This design comes from an exercise in tuning for small area on the open sky130 flow, not from production work. RTL that was checked went through simulation tests only; none was proved equivalent to the original. The RTL of run 3 was laid out without a check of its function. Power is estimated from default activity; no workload was simulated.

File: flow/config.mk
export PLATFORM = sky130hd
export DESIGN_NAME = top_level_pong
export DESIGN_NICKNAME = top_level_pong
export VERILOG_FILES = /design/flow/design.v
export SDC_FILE = /design/flow/constraint.sdc
export NUM_CORES = 4
export LEC_CHECK = 0
export CAP_MARGIN = 20
export CORE_MARGIN = 2
export CORE_UTILIZATION = 70
export PLACE_DENSITY = 0.8
export SLEW_MARGIN = 20
File: flow/constraint.sdc
create_clock -name core_clock -period 10.0 [get_ports {clk}]
set_input_delay 2.0000 -clock core_clock [delete_from_list [all_inputs] [get_ports {clk}]]
set_output_delay 2.0000 -clock core_clock [all_outputs]
set_load 0.01 [all_outputs]
File: flow/design.v
module top_level_pong(
    input logic clk,
    input logic reset,
    input logic btnU,
    input logic btnL,
    input logic btnR,
    input logic btnD,
    input logic pong_en,
    input logic RsRx,
    output logic [3:0] vgaRed,
    output logic [3:0] vgaGreen,
    output logic [3:0] vgaBlue,
    output logic Vsync,
    output logic Hsync
);
logic [6:0] s;
logic [5:0] col, row;
logic [3:0] vl;
logic s_end, h_end, v_end;
assign s_end = &s[3:0];                             
assign h_end = s_end & col[5] & col[4] & col[0];    
assign v_end = row[5] & vl[3] & vl[2];              
always_ff @(posedge clk) begin
    if (reset)
        s <= 7'd0;
    else if (s_end)
        s <= 7'd1;
    else
        s <= {s[5:0], ~(s[6] ^ s[0])};
    col <= (reset | h_end) ? 6'd0 : col + {5'd0, s_end};
    {row, vl} <= (reset | (h_end & v_end)) ? 10'd0 : {row, vl} + {9'd0, h_end};
end
assign Hsync = ~(col[5] & ~col[4] & col[3] & (col[2:0] != 3'd0) & (col[2:0] != 3'd7));
assign Vsync = ~(row[4] & row[3] & row[2] & row[1] & ~row[0] & vl[3] & ~vl[2] & vl[1]);
localparam logic [16:0] U_V1 = 17'd115365;
localparam logic [16:0] U_V2 = 17'd22196;
localparam logic [16:0] UP = 17'h0AAAA;
logic        busy;
logic [16:0] us, un, un_next;
logic        drdy;
assign un = us ^ UP;
assign drdy = ~busy & un[5];
assign un_next = (reset | ~busy) ? {16'd0, RsRx} : {un[15:0], ~(un[16] ^ un[10])};
always_ff @(posedge clk) begin
    us <= un_next ^ UP;
    if (reset)
        busy <= 1'b0;
    else if (busy)
        busy <= ~((un == U_V1 && RsRx) || un == U_V2);
    else
        busy <= un[0] & ~RsRx;
end
localparam logic [14:0] T = 15'd13410;
localparam logic [14:0] CP = 15'h2AAA;
logic run, stp;
logic [14:0] bcs, lcs, rcs, bc, lc, rc;
logic ben, len, ren, bt, lt, rt, bstep, lstep, rstep;
assign bc = bcs ^ CP;
assign lc = lcs ^ CP;
assign rc = rcs ^ CP;
assign ben = run;
assign len = run & (btnU ^ btnL);
assign ren = run & (btnR ^ btnD);
assign bt = (bc == T);
assign lt = (lc == T);
assign rt = (rc == T);
assign bstep = ben & bt;
assign lstep = len & lt;
assign rstep = ren & rt;
always_ff @(posedge clk) begin
    bcs <= ((ben & ~bt) ? {bc[13:0], ~(bc[14] ^ bc[7])} : 15'd0) ^ CP;
    lcs <= ((len & ~lt) ? {lc[13:0], ~(lc[14] ^ lc[7])} : 15'd0) ^ CP;
    rcs <= ((ren & ~rt) ? {rc[13:0], ~(rc[14] ^ rc[7])} : 15'd0) ^ CP;
end
logic [5:0] bx;
logic [4:0] by;
logic [4:1] byh;
logic dx, dy;
logic bx0, bx39, gox, goy;
assign by = {byh, ~bx[0]};
assign bx0 = (bx == 6'd0);
assign bx39 = bx[5] & bx[2] & bx[1] & bx[0];
assign gox = dx ? ~bx39 : bx0;                                       
assign goy = dy ? (by == 5'd0) : ~(by[4] & by[3] & by[2] & by[0]);   
logic [5:0] tx;
logic [4:0] ty;
assign tx[0] = bstep;
assign ty[0] = bstep;
for (genvar i = 1; i < 6; i++) assign tx[i] = tx[i-1] & ~(bx[i-1] ^ gox);
for (genvar i = 1; i < 5; i++) assign ty[i] = ty[i-1] & ~(by[i-1] ^ goy);
always_ff @(posedge clk) begin
    if (reset | ~run) begin
        bx <= 6'd19;
        byh <= 4'd7;
        dx <= 1'b0;
        dy <= 1'b0;
    end else begin
        bx <= bx ^ tx;
        byh <= byh ^ ty[4:1];
        if (bstep) begin
            dx <= gox;
            dy <= ~goy;
        end
    end
end
logic [4:0] hl, hr, tl, tr;
assign tl[0] = lstep & (btnL ? ~(hl[4] & hl[2] & hl[1] & hl[0]) : (hl != 5'd0));
assign tr[0] = rstep & (btnD ? ~(hr[4] & hr[2] & hr[1] & hr[0]) : (hr != 5'd0));
for (genvar i = 1; i < 5; i++) assign tl[i] = tl[i-1] & (hl[i-1] ^ btnU);
for (genvar i = 1; i < 5; i++) assign tr[i] = tr[i-1] & (hr[i-1] ^ btnR);
always_ff @(posedge clk) begin
    hl <= reset ? 5'd0 : hl ^ tl;
    hr <= reset ? 5'd0 : hr ^ tr;
end
logic [4:0] hb;
logic [5:0] d;
logic hit, dok, miss;
assign hb = bx[5] ? hr : hl;
assign d = {1'b0, by} - {1'b0, hb};
assign dok = d[5] ? (&d[4:1]) : (~d[4] & (~d[3] | (d[2:0] == 3'd0)));
assign hit = (hb[4:1] != 4'd0) & (by[4:1] != 4'd0) & dok;
assign miss = (bx0 | bx39) & ~hit;
always_ff @(posedge clk) begin
    if (reset) begin
        run <= 1'b0;
        stp <= 1'b0;
    end else begin
        run <= run ? ~miss : (~stp & drdy);
        stp <= run & miss;
    end
end
logic valid, on_b, on_p;
logic [4:0] hp;
logic [5:0] dp;
assign valid = ~(col[5] & (col[4] | col[3])) & ~(row[5] | (row[4] & row[3] & row[2] & row[1]));
assign hp = col[5] ? hr : hl;
assign dp = {1'b0, row[4:0]} - {1'b0, hp};
assign on_b = (col == bx) && (row[4:0] == by);
assign on_p = ((col == 6'd0) | (col[5] & col[2] & col[1] & col[0])) & ~dp[5] & ~dp[4] & ~dp[3] & ~(&dp[2:0]);
logic pix;
always_ff @(posedge clk)
    pix <= valid & ~(on_b | on_p);
assign vgaRed = {4{pix}};
assign vgaBlue = {4{pix}};
assign vgaGreen = 4'h0;
endmodule
File: flow/flow/run.sh
#!/bin/bash
# Standard ORFS layout with three option changes: CTS without dummy loads
# and with clkbuf_8 buffers, buf_1 as the port buffer, and power recovery
# (downsizing of non-critical cells) after global routing.
set -euo pipefail
bash standard.sh \
  'CTS_ARGS=-sink_clustering_enable -repair_clock_nets -dont_use_dummy_load -buf_list sky130_fd_sc_hd__clkbuf_8' \
  'BUFFER_PORTS_ARGS=-buffer_cell sky130_fd_sc_hd__buf_1' \
  'RECOVER_POWER=100' \
  finish > orfs_flow.log 2>&1
File: flow/standard.sh
#!/bin/bash
# synth_recipe.tcl (not shown) runs the flow's synth.tcl, then flattens the netlist and writes it again
# the make line also repeats each setting of config.mk as NAME=value (left out here)
make -C /OpenROAD-flow-scripts/flow DESIGN_CONFIG=/design/flow/config.mk WORK_HOME=/design/flow/orfs CLKGATE_MAP_FILE= SYNTH_SCRIPT=/design/flow/synth_recipe.tcl "${@:-finish}"
==> results of run 1 <==
-- cell usage in the layout, fill, tap and decap left out, types with 6 or more instances in the layout --
cell,instances
dfxtp_1,111
nor2_1,72
nand2_1,54
xor2_1,28
xnor2_1,20
o21ai_0,19
a21oi_1,16
ha_1,14
buf_1,13
nand4_1,12
nand3_1,12
inv_1,12
mux2i_1,11
or3_1,11
nor4_1,10
clkbuf_8,9
nor2b_1,8
or4_1,8
nor3_1,7
and2_0,6
-- layer usage --
layer	vias to the layer above	routed length, um
li1	1846	-
met1	1718	4141
met2	64	4258
met3	11	341
met4	0	147
met5	-	0
-- critical path: cells and delay by family, from the launching register on --
family,cells,cell delay [ps]
AND/OR/NAND/NOR,2,750
flip-flops,1,530
buffers and inverters,1,140
-- per-stage QoR --
step / setup slack, ps / total power (W)
5_1_grt: 6091 / 0.0006844
3_5_place_dp: 6312 / 0.0004665
6_report: 6222 / 0.0006623
4_1_cts: 6223 / 0.0006689
2_1_floorplan: 6509 / 0.0004649
3_3_place_gp: 6405 / 0.0004662
-- power by group through the flow --
| stage | sequential, W | combinational [W] | clock (W) |
|---|---|---|---|
| detailed placement | 0.000455 | 0.0000116 | 0 |
| CTS | 0.000445 | 0.0000116 | 0.000212 |
| global route | 0.000445 | 0.0000129 | 0.000226 |
| global placement | 0.000455 | 0.0000112 | 0 |
| finish | 0.000445 | 0.0000116 | 0.000206 |
| floorplan | 0.000455 | 0.0000103 | 0 |
-- path summary, 6_finish.rpt --
| path | cells past startpoint | start | end |
|---|---|---|---|
| min reg2reg | 1 | lcs[6]$_SDFF_PN0_ | lcs[7]$_DFF_P_ |
| max reg2reg | 8 | bx[5]$_SDFF_PP0_ | stp$_SDFF_PP0_ |
| max | 3 | row[1]$_SDFF_PP0_ | Vsync |
| min | 1 | lcs[6]$_SDFF_PN0_ | lcs[7]$_DFF_P_ |
-- registers in the layout, summed over array words and instances, names as in the netlist, 5 cells and up --
name / flops
row: 6
hl: 5
us: 17
bx: 6
col: 6
lcs: 15
hr: 5
rcs: 15
s: 7
bcs: 15
-- kinds of logic after synthesis --
group | share of synthesized area (%)
buffers and inverters | 5.125
multiplexers | 2.875
AO/OA/AOI/OAI | 8.500
AND/OR/NAND/NOR | 26.32
adder cells (fa/ha/maj) | 4.300
flip-flops | 44.40
other | 0.07493
XOR/XNOR | 8.400
-- final cells by class --
| cell class | count | area, um^2 | share of cell area [%] |
|---|---|---|---|
| inverter | 12 | 45.04 | 0.8850 |
| tap | 96 | 120.1 | 2.360 |
| timing repair buffer | 16 | 60.06 | 1.180 |
| multi-input combinational | 388 | 2519 | 49.48 |
| sequential | 111 | 2222 | 43.66 |
| clock buffer | 9 | 123.9 | 2.434 |
==> qor.csv, run 1 <==
metric,value,unit
leakagePower,1.777,nW
cts_made_buffers,9,
syn_area,5005,um^2
grt_pass1_wl,15050,um
grt_usage,24.61,%
crit_path_start_kind,flip-flop,
yosysWarnings,1,
final_cell_area,5090,um^2
place.gp.congestion,0.8464,
cp_cell_sequence,nand4_1 -> or4_1 -> buf_1,
timing.fmax,264.7,MHz
ys_ff_latch,111,
met1_usage,32.21,%
maxSlewHeadroom,13.32,%
start_util,72.86,%
cts_max_level,3,
powerDensity,130.1,nW/um^2
p_switching,0.0001340,W
cts.sinks,111,
busiest_layer,met2,
cts_tree,done,
synth_top_area_share,44.40,%
synthCells,552,
clk_latency,380,ps
worst_setup_path_end_kind,output pin,
yosysMostFrequentCell,dfxtp_1,
port_buffers,16,
postCtsHoldBufs,0,
use_met3,4.664,%
grt_overflow,0,
synth_top_cell_by_area,dfxtp_1,
clockBufferDepth,2,
via_count,3639,
synth_top_cells_by_count,"dfxtp_1 (111), nor2_1 (72), nand2_1 (54)",
syn_area_per_cell,9.067,um^2
core-area,6869,um^2
cts_resized,0,
slew_violations,0,
placed_area,4985,um^2
ant_nets,0,
path_class,flip-flop to output pin,
grt_antenna_before_repair,0,
critPathSlowestCell,dfxtp_1,
pwr-share-seq,67.2,%
drc,0,
die_h,88.56,um
clock-root-buffer,clkbuf_8,
maxCapViolCount,0,
first_global_vias,3295,
dp_cells,623,
ys_types,59,
synth_edf_count,0,
clk_pin_slew,80,ps
finClkSkew,37.77,ps
drtPass1Iterations,4,
period_share,37.78,%
syn2layout_area_growth,1.700,%
ys.flop_type,dfxtp_1,
fillCellCount,532,
drive_gt1_share,4.664,%
hp-class,flip-flop to flip-flop,
max_stage_delay,530,ps
hold_viol_final,0,
fp-row-count,30,
setup_violations,0,
ys_async_sr_fraction,0,%
final_core_util,74.10,%
wl_per_cell,14.06,um
fp.dieW,88.56,um
postCtsSetupBuffers,0,
rrSetupSlack,6910,ps
grt_util_met2,40.40,%
worstPathMaxFanout,7,
power_frac_clock,31.1,%
switching_share,20.23,%
arrival,1780,ps
wl,8888,um
hold_ws,371.8,ps
worst_pin_slew,1288,ps
outcome,timing/DRC/antenna clean,
post-dp-hpwl,6449,um
drt_first_iter_violations,161,
cell_internal_pwr,0.0005283,W
ir_worst_vdd,120.3,uV
die_area,7842,um^2
vias_per_cell,5.758,
yosys-top-cells-area,"dfxtp_1 (44%), nor2_1 (5.4%), xor2_1 (4.9%)",
rsz0062_at_grt,false,
layoutNonFillerInstCount,632,
power_frac_comb,1.7,%
crit_required,8000,ps
boundaryPins,22,
fin_tns_setup,0,ps
grt_max_degree,22,
post-route-min-period,3778,ps
n_antenna_cell,0,
fin_nets,562,
yosysSeqAreaShare,44.40,%
==> run 2: changes to the inputs <==
--- a/flow/flow/run.sh
+++ b/flow/flow/run.sh
@@ -1,3 +1,6 @@
 #!/bin/bash
-# Standard ORFS layout with three option changes: CTS without dummy loads
+# Layout flow: the standard synthesis, then the gates between the
+# registers are re-mapped for area with ABC (registers, their names and
+# cell types are kept; a Yosys equivalence proof guards the swap), then the
+# standard ORFS layout with three option changes: CTS without dummy loads
 # and with clkbuf_8 buffers, buf_1 as the port buffer, and power recovery
@@ -5,2 +8,20 @@
 set -euo pipefail
+cd "$(dirname "$0")/.."
+R=orfs/results/sky130hd/top_level_pong/base
+YOSYS=yosys
+if [ -x "$FLOW_HOME/../tools/install/yosys/bin/yosys" ]; then YOSYS="$FLOW_HOME/../tools/install/yosys/bin/yosys"; fi
+cp "$FLOW_HOME/platforms/sky130hd/lib/sky130_fd_sc_hd__tt_025C_1v80.lib" lib.lib
+
+bash standard.sh synth > log_1_synth.log 2>&1
+
+cp $R/1_2_yosys.v resyn_in.v
+RESYN_IN=resyn_in.v RESYN_OUT=resyn_out.v RESYN_LIB=lib.lib RESYN_SCRIPT=flow/area.abc \
+  "$YOSYS" -c flow/resyn.tcl > log_2_resyn.log 2>&1
+if "$YOSYS" -s flow/equiv.ys > log_3_equiv.log 2>&1; then
+  cp resyn_out.v $R/1_2_yosys.v   # make rebuilds 1_synth.odb from it
+  echo "re-mapped netlist used" > log_3_equiv.result
+else
+  echo "equivalence not proven: standard netlist kept" > log_3_equiv.result
+fi
+
 bash standard.sh \
@@ -9,2 +30,2 @@
   'RECOVER_POWER=100' \
-  finish > orfs_flow.log 2>&1
+  finish > log_4_layout.log 2>&1
==> flow/flow/area.abc (new file) <==
strash
dch
amap
strash
dch
amap
==> flow/flow/equiv.ys (new file) <==
# Proves that resyn_out.v computes the same register inputs and outputs as
# resyn_in.v (registers are matched by instance name).
read_liberty -ignore_miss_func lib.lib
read_verilog resyn_in.v
rename top_level_pong gold
read_verilog resyn_out.v
rename top_level_pong gate
hierarchy -check
flatten gold gate
delete t:$scopeinfo
rename -hide w:_*
opt_clean -purge
equiv_make gold gate eq
hierarchy -top eq
equiv_simple -seq 2
equiv_induct -seq 2
equiv_status -assert
==> flow/flow/resyn.tcl (new file) <==
# Re-maps the combinational logic of the standard synthesis netlist for
# area. Registers (sky130_fd_sc_hd__dfxtp_1 instances) are kept as they are,
# with their names; only the gates between them are re-mapped by ABC.
# usage: yosys -c resyn.tcl  (env: RESYN_IN, RESYN_OUT, RESYN_LIB, RESYN_SCRIPT)
yosys -import
set lib $::env(RESYN_LIB)
read_liberty -ignore_miss_func $lib
read_verilog $::env(RESYN_IN)
hierarchy -top top_level_pong
setattr -mod -set keep_hierarchy 1 sky130_fd_sc_hd__dfxtp_1
flatten
delete t:\$scopeinfo
opt -purge
select top_level_pong
abc -liberty $lib -script $::env(RESYN_SCRIPT) -dont_use sky130_fd_sc_hd__lpflow_bleeder_1 -dont_use sky130_fd_sc_hd__lpflow_clkbufkapwr_1 -dont_use sky130_fd_sc_hd__lpflow_clkbufkapwr_16 -dont_use sky130_fd_sc_hd__lpflow_clkbufkapwr_2 -dont_use sky130_fd_sc_hd__lpflow_clkbufkapwr_4 -dont_use sky130_fd_sc_hd__lpflow_clkbufkapwr_8 -dont_use sky130_fd_sc_hd__lpflow_clkinvkapwr_1 -dont_use sky130_fd_sc_hd__lpflow_clkinvkapwr_16 -dont_use sky130_fd_sc_hd__lpflow_clkinvkapwr_2 -dont_use sky130_fd_sc_hd__lpflow_clkinvkapwr_4 -dont_use sky130_fd_sc_hd__lpflow_clkinvkapwr_8 -dont_use sky130_fd_sc_hd__lpflow_decapkapwr_12 -dont_use sky130_fd_sc_hd__lpflow_decapkapwr_3 -dont_use sky130_fd_sc_hd__lpflow_decapkapwr_4 -dont_use sky130_fd_sc_hd__lpflow_decapkapwr_6 -dont_use sky130_fd_sc_hd__lpflow_decapkapwr_8 -dont_use sky130_fd_sc_hd__lpflow_inputiso0n_1 -dont_use sky130_fd_sc_hd__lpflow_inputiso0p_1 -dont_use sky130_fd_sc_hd__lpflow_inputiso1n_1 -dont_use sky130_fd_sc_hd__lpflow_inputiso1p_1 -dont_use sky130_fd_sc_hd__lpflow_inputisolatch_1 -dont_use sky130_fd_sc_hd__lpflow_isobufsrc_1 -dont_use sky130_fd_sc_hd__lpflow_isobufsrc_16 -dont_use sky130_fd_sc_hd__lpflow_isobufsrc_2 -dont_use sky130_fd_sc_hd__lpflow_isobufsrc_4 -dont_use sky130_fd_sc_hd__lpflow_isobufsrc_8 -dont_use sky130_fd_sc_hd__lpflow_isobufsrckapwr_16 -dont_use sky130_fd_sc_hd__lpflow_lsbuf_lh_hl_isowell_tap_1 -dont_use sky130_fd_sc_hd__lpflow_lsbuf_lh_hl_isowell_tap_2 -dont_use sky130_fd_sc_hd__lpflow_lsbuf_lh_hl_isowell_tap_4 -dont_use sky130_fd_sc_hd__lpflow_lsbuf_lh_isowell_4 -dont_use sky130_fd_sc_hd__lpflow_lsbuf_lh_isowell_tap_1 -dont_use sky130_fd_sc_hd__lpflow_lsbuf_lh_isowell_tap_2 -dont_use sky130_fd_sc_hd__lpflow_lsbuf_lh_isowell_tap_4 -dont_use sky130_fd_sc_hd__probe_p_8 -dont_use sky130_fd_sc_hd__probec_p_8 
select -clear
setundef -zero
splitnets
opt_clean -purge
hilomap -singleton -hicell sky130_fd_sc_hd__conb_1 HI -locell sky130_fd_sc_hd__conb_1 LO
insbuf -buf sky130_fd_sc_hd__buf_4 A X
select top_level_pong
write_verilog -noattr -nohex -nodec -selected $::env(RESYN_OUT)
tee -o $::env(RESYN_OUT).stat stat -liberty $lib
==> run 2 against run 1 <==
  * Clock power rose by 2%
  * Core utilization rose by 2.5 points
  * Register-to-register slack improved by 170 ps
  * Routed wire length rose by 1.3%
  * Largest cell class is now sequential cells
  * Cell count is 1.3% lower
  * Clock-buffer cell count is the same
==> qor.csv, run 2 <==
metric,value,unit,change
rsz0062_at_grt,false,,unchanged
start_util,73.17,%,was 72.86%
postCtsSetupBuffers,0,,unchanged
setup_violations,0,,unchanged
powerDensity,145.9,nW/um^2,was 130.1 nW/um^2
switching_share,20.77,%,was 20.23%
grt_max_degree,21,,was 22
hp-class,flip-flop to flip-flop,,unchanged
port_buffers,16,,unchanged
path_class,input pin to flip-flop,,was flip-flop to output pin
cts_resized,0,,unchanged
drtPass1Iterations,5,,was 4
core-area,5956,um^2,was 6869 um^2
largest_register,us,,unchanged
pwr-share-seq,66.8,%,was 67.2%
wl,9000,um,was 8888 um
grt_usage,26.55,%,was 24.61%
drc,0,,unchanged
rrSetupSlack,7080,ps,was 6910 ps
min_from,lcs[2]$_SDFF_PN0_,,was lcs[6]$_SDFF_PN0_
timing.fmax,254.2,MHz,was 264.7 MHz
maxCapViolCount,0,,unchanged
worstPathMaxFanout,15,,was 7
clock-root-buffer,clkbuf_8,,unchanged
outcome,timing/DRC/antenna clean,,unchanged
cts.sinks,111,,unchanged
n_antenna_cell,0,,unchanged
whs_path_depth,1,,unchanged
ir_worst_vdd,153.5,uV,was 120.3 uV
r2r_start,lcs[4]$_SDFF_PN0_,,was bx[5]$_SDFF_PP0_
fp-row-count,28,,was 30
period_share,39.34,%,was 37.78%
cts_tree,done,,unchanged
syn2layout_area_growth,4.737,%,was 1.700%
clk_latency,370,ps,was 380 ps
post-route-min-period,3934,ps,was 3778 ps
drt_first_iter_violations,288,,was 161
hold_viol_final,0,,unchanged
fin_nets,559,,was 562
grt_antenna_before_repair,0,,unchanged
layout_commonest_cell,dfxtp_1,,unchanged
cts_max_level,3,,unchanged
fp.dieW,82.90,um,was 88.56 um
worst_setup_path_end_kind,flip-flop,,was output pin
die_h,82.90,um,was 88.56 um
cts_made_buffers,9,,unchanged
cell_internal_pwr,0.0005276,W,was 0.0005283 W
vias_per_cell,6.114,,was 5.758
die_area,6872,um^2,was 7842 um^2
finClkSkew,29.44,ps,was 37.77 ps
worst_pin_slew,744.9,ps,was 1288 ps
slew_violations,0,,unchanged
r2r_end,hl[4]$_SDFF_PP0_,,was stp$_SDFF_PP0_
leakagePower,1.448,nW,was 1.777 nW
syn_area,4358,um^2,was 5005 um^2
maxSlewHeadroom,49.71,%,was 13.32%
arrival,4210,ps,was 1780 ps
post-dp-hpwl,6600,um,was 6449 um
ant_nets,0,,unchanged
via_count,3815,,was 3639
grt_pass1_wl,15120,um,was 15050 um
power_frac_clock,31.7,%,was 31.1%
crit_path_start_kind,input pin,,was flip-flop
largest_reg_flops,17,,unchanged
place.gp.congestion,0.8698,,was 0.8464
boundaryPins,22,,unchanged
reg2reg_depth,11,,was 8
grt_overflow,0,,unchanged
holdPathEnd,lcs[3]$_DFF_P_,,was lcs[7]$_DFF_P_
wl_per_cell,14.42,um,was 14.06 um
power_frac_comb,1.5,%,was 1.7%
p_switching,0.0001383,W,was 0.0001340 W
fin_tns_setup,0,ps,unchanged
final_cell_mix,"dfxtp_1 (111), nor2_1 (107), nand2_1 (59)",,"was dfxtp_1 (111), nor2_1 (72), nand2_1 (54)"
clockBufferDepth,2,,unchanged
yosysWarnings,1,,unchanged
synthCells,531,,was 552
crit_required,10270,ps,was 8000 ps
postCtsHoldBufs,0,,unchanged
first_global_vias,3521,,was 3295
drive_gt1_share,1.639,%,was 4.664%
syn_area_per_cell,8.207,um^2,was 9.067 um^2
clk_pin_slew,100,ps,was 80 ps
hold_ws,376.3,ps,was 371.8 ps
-- run 2: cell count changes in the layout (fill, tap and decap cells not counted), sizes merged, moves of 14 or more --
cell | before | now
o22ai | 1 | 19
xnor2 | 20 | 0
clkinv | 0 | 50
nor3 | 7 | 33
ha | 14 | 0
a211oi | 1 | 25
xor2 | 28 | 0
nor2 | 72 | 107
-- run 2: power groups by stage --
stage          Combinational [W]  Sequential, W  Clock, W
2_1_floorplan         0.00000714       0.000455         0
3_3_place_gp           0.0000100       0.000455         0
3_5_place_dp           0.0000102       0.000455         0
4_1_cts                0.0000103       0.000445  0.000214
5_1_grt                0.0000112       0.000445  0.000230
6_report               0.0000102       0.000445  0.000211
-- run 2: per-stage QoR --
stage          util (%)   power, W  std cells  setup WS (ps)  area [um^2]
2_1_floorplan         -  0.0004619        534           6488         4369
3_3_place_gp      74.68  0.0004651        615           6090         4448
3_5_place_dp      74.68  0.0004653        615           5878         4448
4_1_cts           76.76  0.0006686        624           6245         4572
5_1_grt           76.64  0.0006860        624           5886         4564
6_report          76.64  0.0006660        624           6066         4564
-- run 2: final cells by class --
class                      instances  area, um^2
timing repair buffer              18       67.56
fill                             450        1391
tap                               75       93.84
inverter                          50       187.7
clock buffer                       9       123.9
multi-input combinational        361        1869
sequential                       111        2222
-- run 2: worst max path at each step --
stage / start / endpoint / slack, ps / depth (start not counted)
floorplan: btnU / hl[4]$_SDFF_PP0_ / 6490 / 9
global placement: btnU / hl[4]$_SDFF_PP0_ / 6090 / 9
detailed placement: btnU / hl[4]$_SDFF_PP0_ / 5880 / 9
CTS: btnU / hl[4]$_SDFF_PP0_ / 6250 / 9
global route: btnU / hl[4]$_SDFF_PP0_ / 5890 / 9
finish: reset / busy$_SDFF_PP0_ / 6070 / 6
-- run 2: worst max-delay path: stages --
cell and delay, ps:
buf_1 60, clkbuf_1 570, clkinv_1 520, nand2_1 420
clkinv_1 330, a32o_1 290
-- run 2: per-layer routing --
metal	GRT usage (%)	routed length (um)
met1	32.50	4025
met2	45.75	4320
met3	6.362	470
met4	9.240	184
met5	0	0
==> run 3: changes to the inputs <==
--- a/flow/design.v
+++ b/flow/design.v
@@ -54,3 +54,3 @@
 localparam logic [14:0] CP = 15'h2AAA;
-logic run, stp;
+logic run;
 logic [14:0] bcs, lcs, rcs, bc, lc, rc;
@@ -123,9 +123,6 @@
 always_ff @(posedge clk) begin
-    if (reset) begin
+    if (reset)
         run <= 1'b0;
-        stp <= 1'b0;
-    end else begin
-        run <= run ? ~miss : (~stp & drdy);
-        stp <= run & miss;
-    end
+    else
+        run <= run ? ~miss : (bx[4] & drdy);
 end
==> flow/flow/run.sh (replaced) <==
#!/bin/bash
# Layout flow: the standard synthesis, then the gates between the
# registers are re-mapped for area with ABC (registers, their names and
# cell types are kept). Several ABC scripts are tried; the smallest result
# that a Yosys equivalence proof accepts replaces the synthesis netlist.
# Then the standard ORFS layout with three option changes: CTS without
# dummy loads and with clkbuf_8 buffers, buf_1 as the port buffer, and
# power recovery (downsizing of non-critical cells) after global routing.
set -euo pipefail
cd "$(dirname "$0")/.."
R=orfs/results/sky130hd/top_level_pong/base
YOSYS=yosys
if [ -x "$FLOW_HOME/../tools/install/yosys/bin/yosys" ]; then YOSYS="$FLOW_HOME/../tools/install/yosys/bin/yosys"; fi
cp "$FLOW_HOME/platforms/sky130hd/lib/sky130_fd_sc_hd__tt_025C_1v80.lib" lib.lib

bash standard.sh synth > log_1_synth.log 2>&1
cp $R/1_2_yosys.v resyn_in.v

for f in flow/abc_*.abc; do
  n=$(basename $f .abc)
  ( RESYN_IN=resyn_in.v RESYN_OUT=resyn_$n.v RESYN_LIB=lib.lib RESYN_SCRIPT=$f \
      timeout 900 "$YOSYS" -c flow/resyn.tcl > log_2_resyn_$n.log 2>&1 || true ) &
done
wait

best=""; best_area=""
for f in flow/abc_*.abc; do
  n=$(basename $f .abc)
  [ -f resyn_$n.v.stat ] || continue
  a=$(grep -A400 "=== top_level_pong" resyn_$n.v.stat | grep "Chip area" | awk '{print $NF}')
  if grep -q '\$lut' resyn_$n.v; then continue; fi
  [ -n "$a" ] || continue
  echo "$n $a" >> log_2_resyn_areas.txt
  if [ -z "$best" ] || awk -v a="$a" -v b="$best_area" 'BEGIN{exit !(a < b)}'; then
    best=$n; best_area=$a
  fi
done

used=standard
if [ -n "$best" ]; then
  cp resyn_$best.v resyn_out.v
  if "$YOSYS" -s flow/equiv.ys > log_3_equiv.log 2>&1; then
    cp resyn_out.v $R/1_2_yosys.v   # make rebuilds 1_synth.odb from it
    used="$best ($best_area)"
  fi
fi
echo "netlist used: $used" > log_3_equiv.result

bash standard.sh \
  'CTS_ARGS=-sink_clustering_enable -repair_clock_nets -dont_use_dummy_load -buf_list sky130_fd_sc_hd__clkbuf_8' \
  'BUFFER_PORTS_ARGS=-buffer_cell sky130_fd_sc_hd__buf_1' \
  'RECOVER_POWER=100' \
  finish > log_4_layout.log 2>&1
==> flow/flow/abc_c1.abc (new file) <==
strash
dch -f
amap
strash
dch -f
amap
strash
dch -f
amap
==> flow/flow/abc_c5.abc (new file) <==
strash
dch
amap
strash
dch
amap
==> flow/flow/abc_c6.abc (new file) <==
strash
dch -f
amap
strash
dch -f
amap
strash
dch -f
amap
strash
dch -f
amap
==> flow/flow/abc_d1.abc (new file) <==
strash
dch
amap
strash
dch
amap
strash
dch
amap
==> flow/flow/abc_d2.abc (new file) <==
strash
dch
amap
strash
dch
amap
strash
dch
amap
strash
dch
amap
==> flow/flow/abc_d3.abc (new file) <==
strash
dch
amap
strash
dch -f
amap
strash
dch
amap
==> flow/flow/abc_e4.abc (new file) <==
strash
&get -n
&dch
&nf -a -R 1000
&put
strash
dch
amap
strash
dch
amap
removed: flow/flow/area.abc
==> run 3 against run 2 <==
  * Still clean
  * Cell count is 1.9% higher
  * Clock-buffer cell count stayed put
  * Synthesized cell count is 2.4% higher
  * Critical path type unchanged
==> qor.csv, run 3 <==
metric,value,unit,change
clock-root-buffer,clkbuf_8,,unchanged
cts_tree,done,,unchanged
cell_internal_pwr,0.0005232,W,was 0.0005276 W
fp-row-count,28,,unchanged
grt_usage,26.93,%,was 26.55%
drtPass1Iterations,5,,unchanged
cts.sinks,110,,was 111
crit_path_start_kind,input pin,,unchanged
boundaryPins,22,,unchanged
post-route-min-period,4313,ps,was 3934 ps
arrival,4570,ps,was 4210 ps
crit_top_cell,a211oi_1,,was clkinv_1
layoutNonFillerInstCount,636,,was 624
period_share,43.13,%,was 39.34%
n_antenna_cell,0,,unchanged
hp-class,flip-flop to flip-flop,,unchanged
clk_pin_slew,80,ps,was 100 ps
max_stage_delay,630,ps,was 570 ps
first_global_vias,3535,,was 3521
switching_share,20.66,%,was 20.77%
power_frac_comb,1.6,%,was 1.5%
final_core_util,76.27,%,was 76.64%
synthCells,544,,was 531
die_area,6886,um^2,was 6872 um^2
finClkSkew,24.61,ps,was 29.44 ps
via_count,3865,,was 3815
critPathSlowestCell,a2111oi_0,,was clkbuf_1
core-area,5991,um^2,was 5956 um^2
syn_area,4367,um^2,was 4358 um^2
grt_antenna_before_repair,0,,unchanged
layout_commonest_cell,nor2_1,,was dfxtp_1
clk_latency,380,ps,was 370 ps
place.gp.congestion,0.8938,,was 0.8698
placed_area,4449,um^2,was 4448 um^2
syn2layout_area_growth,4.642,%,was 4.737%
worstPathMaxFanout,6,,was 15
path_class,input pin to flip-flop,,unchanged
rsz0062_at_grt,false,,unchanged
grt_max_degree,22,,was 21
leakagePower,1.456,nW,was 1.448 nW
final_cell_mix,"nor2_1 (115), dfxtp_1 (110), clkinv_1 (60)",,"was dfxtp_1 (111), nor2_1 (107), nand2_1 (59)"
largest_reg_flops,17,,unchanged
crit_required,10250,ps,was 10270 ps
outcome,timing/DRC/antenna clean,,unchanged
setup_violations,0,,unchanged
die_h,82.98,um,was 82.90 um
wl,9109,um,was 9000 um
worst_setup_path_end_kind,flip-flop,,unchanged
start_util,72.89,%,was 73.17%
pwr-share-seq,66.8,%,about the same
drt_first_iter_violations,287,,was 288
cts_max_level,3,,unchanged
grt_pass1_wl,15510,um,was 15120 um
drc,0,,unchanged
ir_worst_vdd,111.6,uV,was 153.5 uV
hold_viol_final,0,,unchanged
drive_gt1_share,1.604,%,was 1.639%
maxSlewHeadroom,45.57,%,was 49.71%
yosysWarnings,1,,unchanged
cp_cell_sequence,clkbuf_1 -> o221ai_1 -> a311oi_1 -> clkinv_1 -> a2111oi_0 -> o21ai_0 -> a211oi_1 -> nor2_1 -> a211oi_1,,was buf_1 -> clkbuf_1 -> clkinv_1 -> nand2_1 -> clkinv_1 -> a32o_1
rrSetupSlack,6520,ps,was 7080 ps
fin_nets,571,,was 559
syn_area_per_cell,8.027,um^2,was 8.207 um^2
final_cell_area,4569,um^2,was 4564 um^2
fin_tns_setup,0,ps,unchanged
min_from,rcs[4]$_SDFF_PN0_,,was lcs[2]$_SDFF_PN0_
clockBufferDepth,2,,unchanged
slew_violations,0,,unchanged
fp.dieW,82.98,um,was 82.90 um
cts_made_buffers,9,,unchanged
wl_per_cell,14.32,um,was 14.42 um
timing.fmax,231.8,MHz,was 254.2 MHz
postCtsHoldBufs,0,,unchanged
worst_pin_slew,816.4,ps,was 744.9 ps
hold_ws,378.5,ps,was 376.3 ps
largest_register,us,,unchanged
vias_per_cell,6.077,,was 6.114
ant_nets,0,,unchanged
cts_resized,0,,unchanged
power_frac_clock,31.6,%,was 31.7%
r2r_start,rcs[4]$_SDFF_PN0_,,was lcs[4]$_SDFF_PN0_
grt_overflow,0,,unchanged
dp_cells,627,,was 615
port_buffers,16,,unchanged
postCtsSetupBuffers,0,,unchanged
post-dp-hpwl,6744,um,was 6600 um
maxCapViolCount,0,,unchanged
startpoint,btnR,,was reset
powerDensity,144.3,nW/um^2,was 145.9 nW/um^2
p_switching,0.0001362,W,was 0.0001383 W
run 3: metrics by stage:
step	total power [W]	setup WS, ps
after floorplan	0.0004579	6113
after global placement	0.0004610	5636
after detailed placement	0.0004614	5427
after CTS	0.0006619	5778
after global routing	0.0006772	5504
final	0.0006595	5687
run 3: worst max-delay path: cells and delay by family:
kind / cells / cell delay, ps
AO/OA/AOI/OAI: 6 / 2080
buffers and inverters: 2 / 400
AND/OR/NAND/NOR: 1 / 70
run 3: per-layer routing:
metal	track usage (%)	part of all wire [%]	vias up	wire, um
li1	-	-	1927	-
met1	34.17	45	1777	4090
met4	10.58	2.5	0	232
met2	45.38	47	129	4311
met5	0	0	-	0
met3	5.169	5.2	32	474
run 3: layout make-up:
type                            count  area, um^2
Inverter                           60       225.2
Timing Repair Buffer               17       63.81
Fill cell                         462        1421
Sequential cell                   110        2202
Multi-Input combinational cell    365        1861
Tap cell                           75       93.84
Clock buffer                        9       123.9
run 3: worst paths after layout:
kind                           end  cells after the start
setup / recovery  hr[4]$_SDFF_PP0_                      9
hold reg to reg     rcs[5]$_DFF_P_                      1
hold / removal      rcs[5]$_DFF_P_                      1
setup reg to reg  hr[4]$_SDFF_PP0_                     11
run 3: power groups by stage:
stage	Sequential, W	Combinational (W)	Clock (W)
2_1_floorplan	0.000451	0.00000729	0
3_3_place_gp	0.000451	0.0000101	0
3_5_place_dp	0.000451	0.0000105	0
4_1_cts	0.000441	0.0000106	0.000211
5_1_grt	0.000441	0.0000119	0.000224
6_report	0.000441	0.0000104	0.000208
==> run 4: changes to the inputs <==
--- a/flow/design.v
+++ b/flow/design.v
@@ -54,3 +54,3 @@
 localparam logic [14:0] CP = 15'h2AAA;
-logic run;
+logic run, stp;
 logic [14:0] bcs, lcs, rcs, bc, lc, rc;
@@ -123,6 +123,9 @@
 always_ff @(posedge clk) begin
-    if (reset)
+    if (reset) begin
         run <= 1'b0;
-    else
-        run <= run ? ~miss : (bx[4] & drdy);
+        stp <= 1'b0;
+    end else begin
+        run <= run ? ~miss : (~stp & drdy);
+        stp <= run & miss;
+    end
 end
==> run 4 against run 3 <==
  * Sequential power increased by 0.9%
  * Register-to-register slack improved by 610 ps
  * Sequential share of layout area increased by 0.63 points
  * Non-clock buffer count decreased by 1
  * Clock-buffer cell count unchanged
  * Largest cell class unchanged
  * Largest power group unchanged
==> qor.csv, run 4 <==
metric,value,unit,change
dp_cells,612,,was 627
via_count,3757,,was 3865
start_util,73.09,%,was 72.89%
worst_setup_path_end_kind,output pin,,was flip-flop
setup_ws,6304,ps,was 5687 ps
layoutNonFillerInstCount,621,,was 636
fp.dieW,82.86,um,was 82.98 um
syn2layout_area_growth,4.570,%,was 4.642%
cts_tree,done,,unchanged
hp-class,flip-flop to flip-flop,,unchanged
clk_pin_slew,100,ps,was 80 ps
r2r_start,s[0]$_SDFF_PP0_,,was rcs[4]$_SDFF_PN0_
cts_made_buffers,9,,unchanged
rsz0062_at_grt,false,,unchanged
clk_latency,370,ps,was 380 ps
grt_overflow,0,,unchanged
largest_reg_flops,17,,unchanged
worst_pin_slew,978.1,ps,was 816.4 ps
pre_cts_slack,5984,ps,was 5427 ps
wl_per_cell,13.59,um,was 14.32 um
fp-row-count,28,,unchanged
fin_nets,556,,was 571
maxSlewHeadroom,34.19,%,was 45.57%
wl,8442,um,was 9109 um
grt_antenna_before_repair,0,,unchanged
crit_required,8000,ps,was 10250 ps
drtPass1Iterations,5,,unchanged
post-dp-hpwl,6281,um,was 6744 um
fin_tns_setup,0,ps,unchanged
clockBufferDepth,2,,unchanged
post-route-min-period,3696,ps,was 4313 ps
grt_pass1_wl,14630,um,was 15510 um
syn_area,4353,um^2,was 4367 um^2
clock-root-buffer,clkbuf_8,,unchanged
powerDensity,145.6,nW/um^2,was 144.3 nW/um^2
grt_max_degree,19,,was 22
path_class,flip-flop to output pin,,was input pin to flip-flop
holdPathEnd,bcs[3]$_DFF_P_,,was rcs[5]$_DFF_P_
cts_max_level,3,,unchanged
outcome,timing/DRC/antenna clean,,unchanged
worstPathMaxFanout,9,,was 6
hold_viol_final,0,,unchanged
core-area,5956,um^2,was 5991 um^2
finClkSkew,31.28,ps,was 24.61 ps
syn_area_per_cell,8.213,um^2,was 8.027 um^2
maxCapViolCount,0,,unchanged
period_share,36.96,%,was 43.13%
port_buffers,16,,unchanged
leakagePower,1.467,nW,was 1.456 nW
final_core_util,76.43,%,was 76.27%
ir_worst_vdd,136.8,uV,was 111.6 uV
vias_per_cell,6.050,,was 6.077
final_cell_mix,"dfxtp_1 (111), nor2_1 (105), clkinv_1 (56)",,"was nor2_1 (115), dfxtp_1 (110), clkinv_1 (60)"
largest_register,us,,unchanged
cts.sinks,111,,was 110
first_global_vias,3394,,was 3535
postCtsSetupBuffers,0,,unchanged
r2r_end,row[2]$_SDFF_PP0_,,was hr[4]$_SDFF_PP0_
boundaryPins,22,,unchanged
hold_ws,381.7,ps,was 378.5 ps
die_area,6865,um^2,was 6886 um^2
ant_nets,0,,unchanged
postCtsHoldBufs,0,,unchanged
dr.max_layer_used,met4,,unchanged
synthCells,530,,was 544
cts_resized,0,,unchanged
fillCellCount,447,,was 462
layout_commonest_cell,dfxtp_1,,was nor2_1
crit_path_start_kind,flip-flop,,was input pin
rrSetupSlack,7130,ps,was 6520 ps
wl_met2,3925,um,was 4311 um
die_h,82.86,um,was 82.98 um
reg2reg_depth,12,,was 11
whs_path_depth,1,,unchanged
wl_met3,576,um,was 474 um
arrival,1700,ps,was 4570 ps
place.gp.congestion,0.9111,,was 0.8938
yosysWarnings,1,,unchanged
drt_first_iter_violations,319,,was 287
drt-met1-wl,3815,um,was 4090 um
n_antenna_cell,0,,unchanged
slew_violations,0,,unchanged
drive_gt1_share,1.648,%,was 1.604%
min_from,bcs[2]$_SDFF_PN0_,,was rcs[4]$_SDFF_PN0_
timing.fmax,270.6,MHz,was 231.8 MHz
drc,0,,unchanged
grt_usage,25.42,%,was 26.93%
setup_violations,0,,unchanged
==> run 4: layer usage <==
metal,global-route usage [%],up-vias
met5,0,-
met4,6.408,0
met3,6.958,16
met2,42.08,132
met1,33.14,1717
li1,-,1892
==> run 4: worst max path at each step <==
| stage | slack, ps | to | start | cells past startpoint |
|---|---|---|---|---|
| after floorplan | 6440 | hr[4]$_SDFF_PP0_ | btnR | 9 |
| after global placement | 6050 | us[15]$_DFF_P_ | reset | 5 |
| after detailed placement | 5980 | hr[4]$_SDFF_PP0_ | btnR | 10 |
| after CTS | 6330 | Hsync | col[5]$_SDFF_PP0_ | 4 |
| after global routing | 5970 | hr[4]$_SDFF_PP0_ | btnR | 9 |
| final | 6300 | Hsync | col[5]$_SDFF_PP0_ | 4 |
==> run 4: cell type report <==
cell class                 count  area [um^2]  area share, %
tap                           75        93.84          2.062
sequential                   111         2222          48.82
multi-input combinational    354         1842          40.46
timing repair buffer          16        60.06          1.319
clock buffer                   9        123.9          2.721
inverter                      56        210.2          4.618
==> run 4: worst max-delay path: stages, from the launching register on <==
cell and delay (ps):
dfxtp_1 520, clkinv_1 320, a31oi_1 290, nand2_1 90, buf_1 130
==> run 4: power breakdown <==
| group | switching [W] | internal [W] | total, W |
|---|---|---|---|
| Combinational | 0.00000727 | 0.00000311 | 0.0000104 |
| Clock | 0.000126 | 0.0000811 | 0.000207 |
| Sequential | 0.00000126 | 0.000444 | 0.000445 |
| Total | 0.000135 | 0.000528 | 0.000663 |
==> run 4: metrics by stage <==
stage                     total power [W]  cell area (um^2)
after CTS                       0.0006666              4552
after detailed placement        0.0004654              4428
final                           0.0006625              4552
after floorplan                 0.0004624              4364
after global placement          0.0004651              4428
after global routing            0.0006830              4552
==> run 5: changes to the inputs <==
--- a/flow/flow/run.sh
+++ b/flow/flow/run.sh
@@ -20,2 +20,3 @@
   n=$(basename $f .abc)
+  while [ "$(jobs -rp | wc -l)" -ge "${NUM_CORES:-4}" ]; do sleep 1; done
   ( RESYN_IN=resyn_in.v RESYN_OUT=resyn_$n.v RESYN_LIB=lib.lib RESYN_SCRIPT=$f \
==> flow/flow/abc_f10.abc (new file) <==
strash
rewrite
refactor
dch
amap
strash
dch
amap
==> flow/flow/abc_f11.abc (new file) <==
strash
dch
amap
strash
dch -f
amap
==> flow/flow/abc_f2.abc (new file) <==
strash
dch
amap
strash
dch
amap
strash
dch
amap
strash
dch
amap
==> flow/flow/abc_f3.abc (new file) <==
strash
dch -f
amap
strash
dch
amap
==> flow/flow/abc_f4.abc (new file) <==
strash
balance
dch
amap
strash
dch
amap
==> flow/flow/abc_f5.abc (new file) <==
strash
drw
drf
dch
amap
strash
dch
amap
==> flow/flow/abc_f8.abc (new file) <==
strash
&get -n
&dch
&nf -a
&put
strash
dch
amap
strash
dch
amap
==> run 5 against run 4 <==
  * Critical path depth grew 2
  * Critical path type is now input pin to flip-flop
  * Area after synthesis shrank 0.17%
  * Routed wire length grew 6.1%
  * Still clean on timing, DRC and antenna
  * Largest cell class unchanged
  * Critical endpoint is now us[0]$_DFF_P_
  * Core utilization shrank 0.063 points
==> qor.csv, run 5 <==
metric,value,unit,change
start_util,72.96,%,was 73.09%
clk_pin_slew,100,ps,about the same
worst_setup_path_end_kind,flip-flop,,was output pin
via_count,3789,,was 3757
grt_overflow,0,,unchanged
setup_violations,0,,unchanged
crit_path_start_kind,input pin,,was flip-flop
n_antenna_cell,0,,unchanged
post-route-min-period,4000,ps,was 3696 ps
postCtsHoldBufs,0,,unchanged
wl,8959,um,was 8442 um
path_class,input pin to flip-flop,,was flip-flop to output pin
final_core_util,76.37,%,was 76.43%
grt_antenna_before_repair,0,,unchanged
fillCellCount,455,,was 447
fp.dieW,82.79,um,was 82.86 um
grt_pass1_wl,14430,um,was 14630 um
hp-class,flip-flop to flip-flop,,unchanged
grt_max_degree,21,,was 19
leakagePower,1.459,nW,was 1.467 nW
busiest_layer,met2,,unchanged
finClkSkew,39.02,ps,was 31.28 ps
cp_cell_sequence,buf_1 -> clkbuf_1 -> clkinv_1 -> nand2_1 -> clkinv_1 -> a32o_1,,was clkinv_1 -> a31oi_1 -> nand2_1 -> buf_1
clk_latency,380,ps,was 370 ps
wl_per_cell,14.43,um,was 13.59 um
worst_pin_slew,864.5,ps,was 978.1 ps
vias_per_cell,6.101,,was 6.050
use_met3,5.952,%,was 6.958%
cts_max_level,3,,unchanged
die_area,6854,um^2,was 6865 um^2
crit_required,10280,ps,was 8000 ps
rsz0062_at_grt,false,,unchanged
syn2layout_area_growth,4.664,%,was 4.570%
fp-row-count,28,,unchanged
syn_area,4345,um^2,was 4353 um^2
boundaryPins,22,,unchanged
drive_gt1_share,1.648,%,unchanged
syn_area_per_cell,8.214,um^2,was 8.213 um^2
met1_usage,34.47,%,was 33.14%
maxCapViolCount,0,,unchanged
core-area,5956,um^2,unchanged
first_global_vias,3321,,was 3394
post-dp-hpwl,6536,um,was 6281 um
cts_resized,0,,unchanged
fin_nets,556,,unchanged
die_h,82.79,um,was 82.86 um
powerDensity,145.7,nW/um^2,was 145.6 nW/um^2
hold_viol_final,0,,unchanged
clock-root-buffer,clkbuf_8,,unchanged
crit_top_cell,clkinv_1,,
grt_util_met2,45.65,%,was 42.08%
timing.fmax,250.0,MHz,was 270.6 MHz
drtPass1Iterations,5,,unchanged
layout_commonest_cell,nor2_1,,was dfxtp_1
fin_tns_setup,0,ps,unchanged
place.gp.congestion,0.8631,,was 0.9111
port_buffers,16,,unchanged
outcome,timing/DRC/antenna clean,,unchanged
cts.sinks,111,,unchanged
multi_input_area,1849,um^2,was 1842 um^2
final_cell_mix,"nor2_1 (114), dfxtp_1 (111), nand2_1 (60)",,"was dfxtp_1 (111), nor2_1 (105), clkinv_1 (56)"
drt_first_iter_violations,245,,was 319
worstPathMaxFanout,15,,was 9
hold_ws,369.4,ps,was 381.7 ps
period_share,40.00,%,was 36.96%
grt_usage,27.53,%,was 25.42%
cts_made_buffers,9,,unchanged
arrival,4280,ps,was 1700 ps
max_stage_delay,650,ps,was 520 ps
synthCells,529,,was 530
critPathSlowestCell,clkbuf_1,,was dfxtp_1
yosysWarnings,1,,unchanged
clockBufferDepth,2,,unchanged
largest_register,us,,unchanged
maxSlewHeadroom,42.37,%,was 34.19%
postCtsSetupBuffers,0,,unchanged
ant_nets,0,,unchanged
largest_reg_flops,17,,unchanged
cts_tree,done,,unchanged
ir_worst_vdd,145.8,uV,was 136.8 uV
slew_violations,0,,unchanged
regArea,2222,um^2,unchanged
drc,0,,unchanged
## run 5: stage by stage
stage               instances  cell area [um^2]   power, W  setup slack, ps
detailed placement        612              4428  0.0004647             6085
floorplan                 532              4357  0.0004613             6458
global route              621              4548  0.0006797             5754
CTS                       621              4552  0.0006643             6437
global placement          612              4428  0.0004643             6093
finish                    621              4548  0.0006628             6000
## run 5: critical path: cells and delay by family
kind / cells / cell delay (ps)
compound gates: 1 / 290
buf+inv: 4 / 1550
simple gates: 1 / 430
## run 5: cell type report
class,count,area share [%]
flip-flops and latches,111,48.86
multi-input cells,357,40.66
inverters,52,4.292
repair buffers,17,1.403
well taps,75,2.063
clock buffers,9,2.724
## run 5: worst paths after layout
path                                         start                end  slack, ps  depth (start not counted)
worst max-delay path                         reset      us[0]$_DFF_P_       6000                          6
worst min-delay path            lcs[10]$_SDFF_PN0_    lcs[11]$_DFF_P_        370                          1
worst max register to register     s[0]$_SDFF_PP0_  row[4]$_SDFF_PP0_       7180                         13
worst min register to register  lcs[10]$_SDFF_PN0_    lcs[11]$_DFF_P_        370                          1
## run 5: power breakdown
part,internal [W],switching [W],leakage (nW)
combinational,0.00000238,0.00000715,0.498
clock,0.0000811,0.000127,0.0647
sequential,0.000444,0.00000126,0.897
## run 5: layer usage
layer  wire (um)  vias to the layer above
li1            -                     1893
met2        4227                      129
met1        4078                     1745
met5           0                        -
met3         465                       22
met4         187                        0
==> run 6: changes to the inputs <==
--- a/flow/flow/run.sh
+++ b/flow/flow/run.sh
@@ -22,3 +22,3 @@
   ( RESYN_IN=resyn_in.v RESYN_OUT=resyn_$n.v RESYN_LIB=lib.lib RESYN_SCRIPT=$f \
-      timeout 900 "$YOSYS" -c flow/resyn.tcl > log_2_resyn_$n.log 2>&1 || true ) &
+      timeout 600 "$YOSYS" -c flow/resyn.tcl > log_2_resyn_$n.log 2>&1 || true ) &
 done
@@ -26,3 +26,2 @@
 
-best=""; best_area=""
 for f in flow/abc_*.abc; do
@@ -30,18 +29,19 @@
   [ -f resyn_$n.v.stat ] || continue
-  a=$(grep -A400 "=== top_level_pong" resyn_$n.v.stat | grep "Chip area" | awk '{print $NF}')
   if grep -q '\$lut' resyn_$n.v; then continue; fi
+  a=$(grep -A400 "=== top_level_pong" resyn_$n.v.stat | grep "Chip area" | awk '{print $NF}' || true)
   [ -n "$a" ] || continue
-  echo "$n $a" >> log_2_resyn_areas.txt
-  if [ -z "$best" ] || awk -v a="$a" -v b="$best_area" 'BEGIN{exit !(a < b)}'; then
-    best=$n; best_area=$a
-  fi
+  echo "$a $n" >> log_2_resyn_areas.txt
 done
 
+# smallest first; the first one proven equivalent is used
 used=standard
-if [ -n "$best" ]; then
-  cp resyn_$best.v resyn_out.v
-  if "$YOSYS" -s flow/equiv.ys > log_3_equiv.log 2>&1; then
-    cp resyn_out.v $R/1_2_yosys.v   # make rebuilds 1_synth.odb from it
-    used="$best ($best_area)"
-  fi
+if [ -f log_2_resyn_areas.txt ]; then
+  for n in $(sort -g log_2_resyn_areas.txt | awk '{print $2}'); do
+    cp resyn_$n.v resyn_out.v
+    if "$YOSYS" -s flow/equiv.ys > log_3_equiv_$n.log 2>&1; then
+      cp resyn_out.v $R/1_2_yosys.v   # make rebuilds 1_synth.odb from it
+      used=$n
+      break
+    fi
+  done
 fi
==> flow/flow/abc_g1.abc (new file) <==
strash
&get -n
&deepsyn -T 60
&put
dch
amap
strash
dch
amap
==> flow/flow/abc_h1.abc (new file) <==
strash
dch
amap
strash
&get -n
&deepsyn -T 60 -S 1
&put
dch
amap
==> flow/flow/abc_h2.abc (new file) <==
strash
dch
amap
strash
&get -n
&deepsyn -T 60 -S 2
&put
dch
amap
==> flow/flow/abc_h3.abc (new file) <==
strash
dch
amap
strash
&get -n
&deepsyn -T 60 -S 3
&put
dch
amap
==> flow/flow/abc_h4.abc (new file) <==
strash
dch
amap
strash
&get -n
&deepsyn -T 60 -S 4
&put
dch
amap
==> run 6 against run 5 <==
  * Power decreased by 0.35%
  * Critical endpoint is now busy$_SDFF_PP0_
  * Global-route usage down 0.87 points
  * Still clean
  * Clock power hardly changed
  * Setup slack better by 21 ps
  * Via count fell by 7.0%
  * Non-clock buffer count is the same
  * Cell count shrank 0.81%
  * Critical path depth is 2 higher
==> qor.csv, run 6 <==
metric,value,unit,change
worstPathMaxFanout,16,,was 15
start_util,72.55,%,was 72.96%
largest_register,us,,unchanged
final_cell_area,4498,um^2,was 4548 um^2
drt_first_iter_violations,299,,was 245
core-area,5921,um^2,was 5956 um^2
boundaryPins,22,,unchanged
grt_pass1_wl,13820,um,was 14430 um
via_count,3523,,was 3789
final_core_util,75.97,%,was 76.37%
leakagePower,1.495,nW,was 1.459 nW
die_h,82.34,um,was 82.79 um
path_class,input pin to flip-flop,,unchanged
largest_reg_flops,17,,unchanged
grt_usage,26.67,%,was 27.53%
post-dp-hpwl,6114,um,was 6536 um
syn_area_per_cell,8.197,um^2,was 8.214 um^2
ant_nets,0,,unchanged
outcome,timing/DRC/antenna clean,,unchanged
crit_required,10250,ps,was 10280 ps
final_cell_mix,"nor2_1 (111), dfxtp_1 (111), clkinv_1 (57)",,"was nor2_1 (114), dfxtp_1 (111), nand2_1 (60)"
clk_pin_slew,110,ps,was 100 ps
pwr-share-seq,67.3,%,was 67.1%
placed_area,4378,um^2,was 4428 um^2
syn2layout_area_growth,4.719,%,was 4.664%
cts_tree,done,,unchanged
fp.dieW,82.34,um,was 82.79 um
rsz0062_at_grt,false,,unchanged
startpoint,reset,,unchanged
worst_pin_slew,789.7,ps,was 864.5 ps
timing.fmax,251.3,MHz,was 250.0 MHz
wl,8241,um,was 8959 um
place.gp.congestion,0.8420,,was 0.8631
arrival,4230,ps,was 4280 ps
cp_cell_sequence,buf_1 -> clkbuf_1 -> clkinv_1 -> nand2_1 -> clkinv_1 -> nand2_1 -> o21a_1 -> o22ai_1,,was buf_1 -> clkbuf_1 -> clkinv_1 -> nand2_1 -> clkinv_1 -> a32o_1
slew_violations,0,,unchanged
clock-root-buffer,clkbuf_8,,unchanged
first_global_vias,3203,,was 3321
r2r_start,s[0]$_SDFF_PP0_,,unchanged
p_switching,0.0001332,W,was 0.0001357 W
postCtsHoldBufs,0,,unchanged
min_from,us[8]$_SDFF_PP0_,,was lcs[10]$_SDFF_PN0_
drive_gt1_share,1.664,%,was 1.648%
postCtsSetupBuffers,0,,unchanged
syn_area,4295,um^2,was 4345 um^2
post-route-min-period,3979,ps,was 4000 ps
clockBufferDepth,2,,unchanged
vias_per_cell,5.719,,was 6.101
pre_cts_slack,6075,ps,was 6085 ps
ir_worst_vdd,140.0,uV,was 145.8 uV
power_frac_clock,31.1,%,was 31.4%
n_antenna_cell,0,,unchanged
port_buffers,16,,unchanged
finClkSkew,34.30,ps,was 39.02 ps
hold_viol_final,0,,unchanged
die_area,6779,um^2,was 6854 um^2
wl_per_cell,13.38,um,was 14.43 um
setup_ws,6021,ps,was 6000 ps
grt_max_degree,22,,was 21
cts_max_level,3,,unchanged
maxCapViolCount,0,,unchanged
switching_share,20.17,%,was 20.47%
cts.sinks,111,,unchanged
cell_internal_pwr,0.0005272,W,was 0.0005271 W
cts_resized,0,,unchanged
yosysWarnings,1,,unchanged
hold_ws,388.6,ps,was 369.4 ps
max_stage_delay,590,ps,was 650 ps
worst_setup_path_end_kind,flip-flop,,unchanged
grt_antenna_before_repair,0,,unchanged
synthCells,524,,was 529
drc,0,,unchanged
grt_overflow,0,,unchanged
critPathSlowestCell,clkbuf_1,,unchanged
maxSlewHeadroom,47.35,%,was 42.37%
fp-row-count,28,,unchanged
setup_violations,0,,unchanged
cts_made_buffers,9,,unchanged
fillCellCount,450,,was 455
drtPass1Iterations,4,,was 5
fin_nets,551,,was 556
crit_path_start_kind,input pin,,unchanged
hp-class,flip-flop to flip-flop,,unchanged
fin_tns_setup,0,ps,unchanged
powerDensity,146.8,nW/um^2,was 145.7 nW/um^2
period_share,39.79,%,was 40.00%
power_frac_comb,1.6,%,was 1.4%
clk_latency,370,ps,was 380 ps
==> run 6: worst paths after layout <==
check,to,slack (ps),depth (start not counted)
worst max-delay path,busy$_SDFF_PP0_,6020,8
worst min-delay path,us[9]$_DFF_P_,390,1
worst max register to register,row[5]$_SDFF_PP0_,6870,14
worst min register to register,us[9]$_DFF_P_,390,1
==> run 6: layout make-up <==
type	instances	area (um^2)	area share (%)
timing repair buffer	17	63.81	1.419
tap	75	93.84	2.086
sequential	111	2222	49.40
inverter	57	214.0	4.757
multi-input combinational	347	1780	39.58
clock buffer	9	123.9	2.754
==> run 6: critical path, delay by kind of cell <==
family	cells	cell delay (ps)
buffers and inverters	4	1430
AND/OR/NAND/NOR	2	580
AO/OA/AOI/OAI	2	210
==> run 6: per-stage QoR <==
step	power (W)	instances
finish	0.0006604	616
global route	0.0006811	616
CTS	0.0006669	616
detailed placement	0.0004655	607
global placement	0.0004651	607
floorplan	0.0004621	527
==> run 6: metal layers <==
metal | vias up | global-route usage (%) | part of all wire [%]
li1 | 1818 | - | -
met3 | 12 | 5.761 | 4.4
met5 | - | 0 | 0
met2 | 84 | 43.06 | 46
met1 | 1609 | 34.56 | 48
met4 | 0 | 11.17 | 1.2
==> run 6: power by group through the flow <==
stage | registers, W | logic (W) | clock network (W)
3_5_place_dp | 0.000455 | 0.0000107 | 0
6_report | 0.000444 | 0.0000107 | 0.000205
3_3_place_gp | 0.000455 | 0.0000103 | 0
5_1_grt | 0.000445 | 0.0000123 | 0.000224
2_1_floorplan | 0.000455 | 0.00000748 | 0
4_1_cts | 0.000444 | 0.0000108 | 0.000212
==> run 7: changes to the inputs <==
--- a/flow/flow/run.sh
+++ b/flow/flow/run.sh
@@ -6,3 +6,3 @@
 # Then the standard ORFS layout with three option changes: CTS without
-# dummy loads and with clkbuf_8 buffers, buf_1 as the port buffer, and
+# dummy loads and with buf_6 buffers, buf_1 as the port buffer, and
 # power recovery (downsizing of non-critical cells) after global routing.
@@ -50,3 +50,3 @@
 bash standard.sh \
-  'CTS_ARGS=-sink_clustering_enable -repair_clock_nets -dont_use_dummy_load -buf_list sky130_fd_sc_hd__clkbuf_8' \
+  'CTS_ARGS=-sink_clustering_enable -repair_clock_nets -dont_use_dummy_load -buf_list sky130_fd_sc_hd__buf_6' \
   'BUFFER_PORTS_ARGS=-buffer_cell sky130_fd_sc_hd__buf_1' \
==> run 7 against run 6 <==
  * Clock power shrank 4%
  * Largest cell class unchanged
  * Still clean on timing, DRC and antenna
  * Clock skew rose by 3.2 ps
  * Global-route usage is 0.32 points lower
  * Routed wire length up 0.18%
  * Via count grew 0.17%
  * Cell count unchanged
  * Fmax is 0.58% lower
  * Worst hold slack better by 3.0 ps
  * Critical path type unchanged
  * Synthesized cell count is the same
  * Critical endpoint unchanged
  * Sequential cell count stayed put
  * Core utilization fell by 0.38 points
  * Clock-buffer cell count did not move
==> qor.csv, run 7 <==
metric,value,unit,change
outcome,timing/DRC/antenna clean,,unchanged
cp_cell_sequence,buf_1 -> clkbuf_1 -> clkinv_1 -> nand2_1 -> clkinv_1 -> nand2_1 -> o21a_1 -> o22ai_1,,unchanged
max_stage_delay,590,ps,about the same
clk_pin_slew,120,ps,was 110 ps
slew_violations,0,,unchanged
boundaryPins,22,,unchanged
cts.sinks,111,,unchanged
ir_worst_vdd,134.4,uV,was 140.0 uV
p_switching,0.0001355,W,was 0.0001332 W
hp-class,flip-flop to flip-flop,,unchanged
syn2layout_area_growth,4.195,%,was 4.719%
timing.fmax,249.9,MHz,was 251.3 MHz
powerDensity,145.7,nW/um^2,was 146.8 nW/um^2
maxSlewHeadroom,47.44,%,was 47.35%
switching_share,20.79,%,was 20.17%
worst_pin_slew,788.5,ps,was 789.7 ps
post-dp-hpwl,6114,um,unchanged
largest_reg_flops,17,,unchanged
wl,8256,um,was 8241 um
place.gp.congestion,0.8420,,unchanged
vias_per_cell,5.729,,was 5.719
first_global_vias,3217,,was 3203
fin_nets,551,,unchanged
cp_top_family,buffers and inverters,,unchanged
crit_path_start_kind,input pin,,unchanged
path_class,input pin to flip-flop,,unchanged
wl_per_cell,13.40,um,was 13.38 um
grt_antenna_before_repair,0,,unchanged
grt_usage,26.34,%,was 26.67%
worst_setup_path_end_kind,flip-flop,,unchanged
port_buffers,16,,unchanged
cts_tree,done,,unchanged
rsz0062_at_grt,false,,unchanged
drive_gt1_share,1.664,%,unchanged
crit_required,10230,ps,was 10250 ps
drc,0,,unchanged
fin_tns_setup,0,ps,unchanged
clockBufferDepth,2,,unchanged
postCtsSetupBuffers,0,,unchanged
critPathBufInv,4,,unchanged
yosysWarnings,1,,unchanged
die_area,6779,um^2,unchanged
finClkSkew,37.54,ps,was 34.30 ps
syn_area,4295,um^2,unchanged
largest_register,us,,unchanged
maxCapViolCount,0,,unchanged
via_count,3529,,was 3523
setup_violations,0,,unchanged
ant_nets,0,,unchanged
pwr-share-seq,68.2,%,was 67.3%
p_total,0.0006520,W,was 0.0006604 W
rrSetupSlack,6870,ps,about the same
critPathSlowestCell,clkbuf_1,,unchanged
power_frac_clock,30.1,%,was 31.1%
fillCellCount,452,,was 450
n_antenna_cell,0,,unchanged
period_share,40.02,%,was 39.79%
fp-row-count,28,,unchanged
clk_latency,340,ps,was 370 ps
fp.dieW,82.34,um,unchanged
clock-root-buffer,buf_6,,was clkbuf_8
grt_pass1_wl,13820,um,unchanged
hold_viol_final,0,,unchanged
syn_area_per_cell,8.197,um^2,unchanged
post-route-min-period,4002,ps,was 3979 ps
worstPathMaxFanout,16,,unchanged
grt_max_degree,22,,unchanged
postCtsHoldBufs,0,,unchanged
die_h,82.34,um,unchanged
grt_overflow,0,,unchanged
core-area,5921,um^2,unchanged
drt_first_iter_violations,276,,was 299
cts_made_buffers,9,,unchanged
drtPass1Iterations,5,,was 4
leakagePower,1.485,nW,was 1.495 nW
power_frac_comb,1.6,%,about the same
final_cell_mix,"nor2_1 (111), dfxtp_1 (111), clkinv_1 (57)",,unchanged
cts_resized,0,,unchanged
arrival,4230,ps,about the same
cell_internal_pwr,0.0005165,W,was 0.0005272 W
cts_max_level,3,,unchanged
synthCells,524,,unchanged
start_util,72.55,%,unchanged
run 7: final cells by class:
| class | count | area, um^2 | area share [%] |
|---|---|---|---|
| Sequential cell | 111 | 2222 | 49.65 |
| Multi-Input combinational cell | 347 | 1780 | 39.78 |
| Inverter | 57 | 214.0 | 4.781 |
| Clock buffer | 9 | 101.3 | 2.264 |
| Tap cell | 75 | 93.84 | 2.097 |
| Timing Repair Buffer | 17 | 63.81 | 1.426 |
run 7: power by group through the flow:
stage | logic (W) | registers [W] | clock network, W
2_1_floorplan | 0.00000748 | 0.000455 | 0
3_3_place_gp | 0.0000103 | 0.000455 | 0
3_5_place_dp | 0.0000107 | 0.000455 | 0
4_1_cts | 0.0000108 | 0.000445 | 0.000201
5_1_grt | 0.0000123 | 0.000445 | 0.000214
6_report | 0.0000107 | 0.000445 | 0.000196
run 7: layer usage:
metal / wire (um) / global-route usage (%)
met5: 0 / 0
met4: 114 / 9.167
met3: 300 / 5.435
met2: 3862 / 43.15
met1: 3978 / 34.56
run 7: final timing paths:
path                             to        startpoint  cells past startpoint
setup / recovery    busy$_SDFF_PP0_             reset                      8
hold / removal        us[9]$_DFF_P_  us[8]$_SDFF_PP0_                      1
setup reg to reg  row[5]$_SDFF_PP0_   s[0]$_SDFF_PP0_                     14
hold reg to reg       us[9]$_DFF_P_  us[8]$_SDFF_PP0_                      1
run 7: metrics by stage:
step	utilization (%)	instance area, um^2	worst slack (ps)	std cells	hold slack (ps)
2_1_floorplan	-	4307	6533	527	352.7
3_3_place_gp	73.94	4378	6165	607	359.6
3_5_place_dp	73.94	4378	6075	607	367.8
4_1_cts	75.66	4479	6300	616	396.7
5_1_grt	75.59	4476	5766	616	411.8
6_report	75.59	4476	5998	616	391.7

## separate check: timing with driven ports
Ports are ideal in the flow. The routed layouts listed here were re-timed in OpenROAD. Step 1, drivers: a clkbuf_16 drives clk and a buf_2 each remaining input, both assumed. Step 2 times the ports against the registers' clock, not the clock port: input delays grow and output delays shrink by t, the midpoint of the rising clock arrivals with the driver on. Slacks: no drivers / after step 1 / after step 2; pairs: no drivers / after step 1.
| run | t (ns) | setup slack, ns | hold WS [ns] | worst slew at a driven data input, ns |
|---|---|---|---|---|
| run 1 | 0.396 | 6.222 / 6.187 / 6.306 | 0.372 / 0.372 / 0.372 | 0.04 |
| run 2 | 0.386 | 6.066 / 6.072 / 5.686 | 0.376 / 0.376 / 0.376 | 0.04 |
| run 3 | 0.389 | 5.687 / 5.692 / 5.303 | 0.379 / 0.379 / 0.379 | 0.03 |
| run 4 | 0.385 | 6.304 / 6.272 / 5.988 | 0.382 / 0.382 / 0.382 | 0.04 |
| run 5 | 0.391 | 6.000 / 6.007 / 5.616 | 0.369 / 0.369 / 0.369 | 0.03 |
| run 6 | 0.389 | 6.021 / 6.031 / 5.642 | 0.389 / 0.389 / 0.389 | 0.03 |
| run 7 | 0.354 | 5.998 / 6.005 / 5.651 | 0.392 / 0.392 / 0.392 | 0.03 |
After both steps setup and hold are still met in every run listed.
